Context: an optimization exercise on an open-source flow, tuned for small area, a short achievable clock period and few clock cycles. The choices shown serve that exercise and are no tape-out recipe.
Power figures rest on the tool's default switching activity, not on a simulated workload.

== v7 ==
==> flow/design.v <==
`timescale 1ns / 1ps
module control#(parameter m=3, w=220, h=220)(
    input rstn,clk,ready,
    input [(m*m)-1:0] kernel,
    output wire [15:0] img_addr,
    output wire img_rd,
    input [7:0] img_data,
    output wire res_valid,
    output wire [15:0] res_addr,
    output wire [7:0] out,
    output wire finish
    );
    localparam [15:0] ST_ROW   = 16'd220;               
    localparam [15:0] ST_COL   = 16'd1 - 16'd1540;      
    localparam [15:0] ST_STRIP = -16'd440;              
    localparam [15:0] RS_SAME  = -16'd660 - 16'd221;    
    localparam [15:0] RS_PREV  = 16'd1099 - 16'd221;    
    reg        ready_r;
    reg        run;
    reg        rd;
    reg [15:0] ra;
    reg [2:0]  rc;           
    reg [7:0]  cc;           
    reg        last_strip;
    wire start    = ready_r & ~run;
    wire rc_end   = (rc == 3'd7);
    wire cc_end   = (cc == 8'd220);
    wire strip_end = rc_end & cc_end;
    wire prelast  = ra[15] & ra[11] & ~ra[5];
    wire run_end  = last_strip & (cc == 8'd219) & (rc == 3'd3);
    wire [2:0] rc_nx = rc + 3'd1;
    wire last_nx  = last_strip | (strip_end & prelast);
    assign img_rd   = rd;
    assign img_addr = ra;
    always @(posedge clk) ready_r <= ready;
    always @(posedge clk) begin
        if (!rstn) begin
            run <= 1'b0;
            rd  <= 1'b0;
        end else if (start) begin
            run <= 1'b1;
            rd  <= 1'b1;
        end else begin
            if (run_end) run <= 1'b0;
            rd <= run & ~run_end & ~(last_nx & rc_nx[2]);
        end
    end
    always @(posedge clk) begin
        if (start) begin
            ra <= 16'd0;
            rc <= 3'd0;
            cc <= 8'd0;
            last_strip <= 1'b0;
        end else begin
            rc <= rc_nx;
            ra <= ra + (!rc_end ? ST_ROW : !cc_end ? ST_COL : ST_STRIP);
            if (rc_end) cc <= cc_end ? 8'd0 : cc + 8'd1;
            last_strip <= last_nx;
        end
    end
    reg [15:0] rs;
    wire same_col = rc[2] | (rc[1] & rc[0]);           
    always @(posedge clk) rs <= ra + (same_col ? RS_SAME : RS_PREV);
    assign res_addr = rs;
    wire rv = run & (rc >= 3'd2) & (cc >= 8'd2) & ~cc_end & ~(last_strip & rc[2]);
    reg [8:0] kr;
    always @(posedge clk) kr <= kernel;
    reg [7:0] sr [0:16];
    integer i;
    always @(posedge clk) begin
        sr[0] <= img_data;
        for (i = 1; i <= 16; i = i + 1) sr[i] <= sr[i-1];
    end
    wire [7:0] p2 = sr[0];
    wire [7:0] p1 = sr[8];
    wire [7:0] p0 = sr[16];
    wire [9:0] r0 = (p0 & {8{kr[0]}}) + (p1 & {8{kr[1]}}) + (p2 & {8{kr[2]}});
    wire [9:0] r1 = (p0 & {8{kr[3]}}) + (p1 & {8{kr[4]}}) + (p2 & {8{kr[5]}});
    wire [9:0] r2 = (p0 & {8{kr[6]}}) + (p1 & {8{kr[7]}}) + (p2 & {8{kr[8]}});
    reg [9:0]  a0;
    reg [10:0] a1;
    reg [11:0] ws;
    always @(posedge clk) begin
        a0 <= r0;
        a1 <= a0 + r1;
        ws <= a1 + r2;
    end
    wire [5:0] dh = ws[11:6];
    wire [6:0] hl = dh + ws[5:0];
    reg  [3:0] f;
    always @* begin
        case (hl)
            7'd0: f = 4'd0;
            7'd1: f = 4'd0;
            7'd2: f = 4'd0;
            7'd3: f = 4'd0;
            7'd4: f = 4'd0;
            7'd5: f = 4'd0;
            7'd6: f = 4'd0;
            7'd7: f = 4'd0;
            7'd8: f = 4'd0;
            7'd9: f = 4'd1;
            7'd10: f = 4'd1;
            7'd11: f = 4'd1;
            7'd12: f = 4'd1;
            7'd13: f = 4'd1;
            7'd14: f = 4'd1;
            7'd15: f = 4'd1;
            7'd16: f = 4'd1;
            7'd17: f = 4'd1;
            7'd18: f = 4'd2;
            7'd19: f = 4'd2;
            7'd20: f = 4'd2;
            7'd21: f = 4'd2;
            7'd22: f = 4'd2;
            7'd23: f = 4'd2;
            7'd24: f = 4'd2;
            7'd25: f = 4'd2;
            7'd26: f = 4'd2;
            7'd27: f = 4'd3;
            7'd28: f = 4'd3;
            7'd29: f = 4'd3;
            7'd30: f = 4'd3;
            7'd31: f = 4'd3;
            7'd32: f = 4'd3;
            7'd33: f = 4'd3;
            7'd34: f = 4'd3;
            7'd35: f = 4'd3;
            7'd36: f = 4'd4;
            7'd37: f = 4'd4;
            7'd38: f = 4'd4;
            7'd39: f = 4'd4;
            7'd40: f = 4'd4;
            7'd41: f = 4'd4;
            7'd42: f = 4'd4;
            7'd43: f = 4'd4;
            7'd44: f = 4'd4;
            7'd45: f = 4'd5;
            7'd46: f = 4'd5;
            7'd47: f = 4'd5;
            7'd48: f = 4'd5;
            7'd49: f = 4'd5;
            7'd50: f = 4'd5;
            7'd51: f = 4'd5;
            7'd52: f = 4'd5;
            7'd53: f = 4'd5;
            7'd54: f = 4'd6;
            7'd55: f = 4'd6;
            7'd56: f = 4'd6;
            7'd57: f = 4'd6;
            7'd58: f = 4'd6;
            7'd59: f = 4'd6;
            7'd60: f = 4'd6;
            7'd61: f = 4'd6;
            7'd62: f = 4'd6;
            7'd63: f = 4'd7;
            7'd64: f = 4'd7;
            7'd65: f = 4'd7;
            7'd66: f = 4'd7;
            7'd67: f = 4'd7;
            7'd68: f = 4'd7;
            7'd69: f = 4'd7;
            7'd70: f = 4'd7;
            7'd71: f = 4'd7;
            7'd72: f = 4'd8;
            7'd73: f = 4'd8;
            7'd74: f = 4'd8;
            7'd75: f = 4'd8;
            7'd76: f = 4'd8;
            7'd77: f = 4'd8;
            7'd78: f = 4'd8;
            7'd79: f = 4'd8;
            7'd80: f = 4'd8;
            7'd81: f = 4'd9;
            7'd82: f = 4'd9;
            7'd83: f = 4'd9;
            7'd84: f = 4'd9;
            7'd85: f = 4'd9;
            7'd86: f = 4'd9;
            7'd87: f = 4'd9;
            7'd88: f = 4'd9;
            7'd89: f = 4'd9;
            7'd90: f = 4'd10;
            7'd91: f = 4'd10;
            7'd92: f = 4'd10;
            7'd93: f = 4'd10;
            7'd94: f = 4'd10;
            7'd95: f = 4'd10;
            7'd96: f = 4'd10;
            7'd97: f = 4'd10;
            7'd98: f = 4'd10;
            default: f = 4'd0;
        endcase
    end
    reg [7:0] q_r;
    always @(posedge clk) q_r <= {dh, 3'b0} - dh + f;
    assign out = q_r;
    reg [3:0] vp;
    reg [3:0] fp;
    always @(posedge clk) begin
        if (!rstn) begin vp <= 0; fp <= 0; end
        else begin vp <= {vp[2:0], rv}; fp <= {fp[2:0], run_end}; end
    end
    assign res_valid = vp[3];
    assign finish = fp[3];
endmodule
Settings: LEC_CHECK=0, ABC_CLOCK_PERIOD_IN_PS=3000, CAP_MARGIN=20, CORE_MARGIN=2, CORE_UTILIZATION=40, SLEW_MARGIN=20; clock period 13.0 ns.
standard.sh (not shown) runs the stock make flow with config.mk's settings and CLKGATE_MAP_FILE= SYNTH_SCRIPT=/design/flow/synth_recipe.tcl, a recipe that flattens the netlist after the stock synthesis.
==> flow/flow/run.sh <==
#!/bin/bash
# Standard ORFS layout (the standard.sh, unchanged synthesis), with the
# port buffers made from buf_2 cells instead of the default buffer cell.
set -euo pipefail
export BUFFER_PORTS_ARGS="-buffer_cell sky130_fd_sc_hd__buf_2"
bash standard.sh > standard.log 2>&1
### v7 -> v58
Settings: ABC_CLOCK_PERIOD_IN_PS removed (was 3000).
==> flow/run.sh (new file) <==
#!/bin/bash
# synth_recipe.tcl (not shown) runs the flow's synth.tcl, then flattens the netlist and writes it again
# the make line also repeats each setting of config.mk as NAME=value (left out here)
make -C /OpenROAD-flow-scripts/flow DESIGN_CONFIG=/design/flow/config.mk WORK_HOME=/design/flow/orfs CLKGATE_MAP_FILE= SYNTH_SCRIPT=/design/flow/synth_recipe.tcl finish
removed: flow/flow/run.sh
removed: flow/standard.sh
==> summary.txt <==
Of the two values seen for end of the critical path, img_addr[6] was produced by v58 and q_r[7] by v7. Total number of multi-input combinational cells: v7 vs v58 identical. v58 reports its start point of the critical path as ra[6] while v7 reports ws[7]. v58 against v7: critical path depth shrank by 15; final instance area grew by about 2.8%. On hold slack, v58 does worse than v7. Sort v58 and v7 by count of clock-buffer cells in the layout asc -> top: v58.
Input changes introduced in v10 (baseline for comparison: v58):
Settings: setting ABC_CLOCK_PERIOD_IN_PS to 3600 for the first time.
==> flow/flow/run.sh (new file) <==
#!/bin/bash
# Standard ORFS layout (the standard.sh, unchanged synthesis), with the
# port buffers made from buf_2 cells instead of the default buffer cell.
set -euo pipefail
export BUFFER_PORTS_ARGS="-buffer_cell sky130_fd_sc_hd__buf_2"
bash standard.sh > standard.log 2>&1
==> flow/standard.sh (new file) <==
#!/bin/bash
# synth_recipe.tcl (not shown) runs the flow's synth.tcl, then flattens the netlist and writes it again
# the make line also repeats each setting of config.mk as NAME=value (left out here)
make -C /OpenROAD-flow-scripts/flow DESIGN_CONFIG=/design/flow/config.mk WORK_HOME=/design/flow/orfs CLKGATE_MAP_FILE= SYNTH_SCRIPT=/design/flow/synth_recipe.tcl "${@:-finish}"
removed: flow/run.sh
Findings:
- v58 → v10: worst hold slack picked up an extra 3.3 ps; routed wire length lost about 1%; clock network fraction of total power picked up an extra 0.3 points.
Modified inputs, v34 compared to v10
Settings: ABC_CLOCK_PERIOD_IN_PS removed (was 3600).
==> flow/flow/run.sh <==
#!/bin/bash
# Standard ORFS layout (the standard.sh, unchanged synthesis), with
# buf_2 port buffers and a smaller clock tree.
set -euo pipefail
export BUFFER_PORTS_ARGS="-buffer_cell sky130_fd_sc_hd__buf_2"
export CTS_ARGS="-sink_clustering_enable -repair_clock_nets -buf_list sky130_fd_sc_hd__clkbuf_16 -sink_clustering_size 30 -sink_clustering_max_diameter 60 -dont_use_dummy_load"
bash standard.sh > standard.log 2>&1
Findings:
- v34: no failed stages, no open violations at the end
- Comparing post-CTS clock slew at the launch and capture registers of the worst setup and hold paths for v34 and v10, the bigger number came from v34.
- v34 — core utilization 1.7 points lower, v10 as reference
- Compared with v10, in v34 area added between synthesis and finish went down, met1 wire length now sits higher, final non-filler cell total decreased 26.
- Taking v10 as the reference, in v34 global-route usage fell by 0.16 points, count of vias placed by the detailed router fell by about 1.9%, highest clock frequency the design can meet stayed essentially flat.
For v20, these inputs were changed with respect to v34:
==> flow/flow/run.sh <==
#!/bin/bash
# Standard ORFS layout (the standard.sh, unchanged synthesis), with
# buf_2 port buffers and a smaller clock tree.
set -euo pipefail
export BUFFER_PORTS_ARGS="-buffer_cell sky130_fd_sc_hd__buf_2"
export CTS_ARGS="-sink_clustering_enable -repair_clock_nets -buf_list {sky130_fd_sc_hd__clkbuf_4 sky130_fd_sc_hd__clkbuf_8} -sink_clustering_size 20 -sink_clustering_max_diameter 50 -dont_use_dummy_load"
bash standard.sh > standard.log 2>&1
Notes after the runs:
In the reports for v34 and v20, the smaller count of clock buffers in the final design belongs to v34. The run showing the greater proportion of power drawn by the clock network is v34. The higher setup slack of v34 and v20 is in v34. Against v34, final cell area excluding filler cells in v20 fell slightly. v20 vs v34, met3 track demand over resource went down by 0.38 points. Of v20 and v34, it is v20 that has the higher sequential share of cell area. Final wirelength down 89 um in v20 wrt v34. Diff v20..v34 | count of antenna-violating nets left after detailed routing | unchanged. Going from v34 to v20, combinational share of power rose 2.1 points; share of total power in sequential cells rose 1.6 points.
Function was not checked in any run of this note: the RTL went through the layout flow alone.

[re-timing with driven ports]
No port has a modelled driver above. Below, the same layouts with a new extraction and two added sets of constraints. Step 1 assumes that a clkbuf_16 drives the clock port and a buf_2 every other input. Step 2 moves the port delays by t, midway between the first and last clock arrival at a register: inputs arrive t later, outputs are due t later. That takes back most of the time a late clock gives input paths. Slacks: ideal / step 1 / step 2; pairs: ideal / step 1.
| run | t (ns) | slack for setup (ns) | slew at the worst register clock pin (ns) |
|---|---|---|---|
| v7 | 0.548 | 9.035 / 9.035 / 9.035 | 0.07 / 0.07 |
| v58 | 0.557 | 8.813 / 8.764 / 9.072 | 0.06 / 0.06 |
| v10 | 0.548 | 9.035 / 9.035 / 9.035 | 0.07 / 0.07 |
| v34 | 0.532 | 9.033 / 9.033 / 9.033 | 0.10 / 0.10 |
| v20 | 0.550 | 9.020 / 9.020 / 9.020 | 0.11 / 0.11 |
After both steps setup and hold are still met in every run listed.
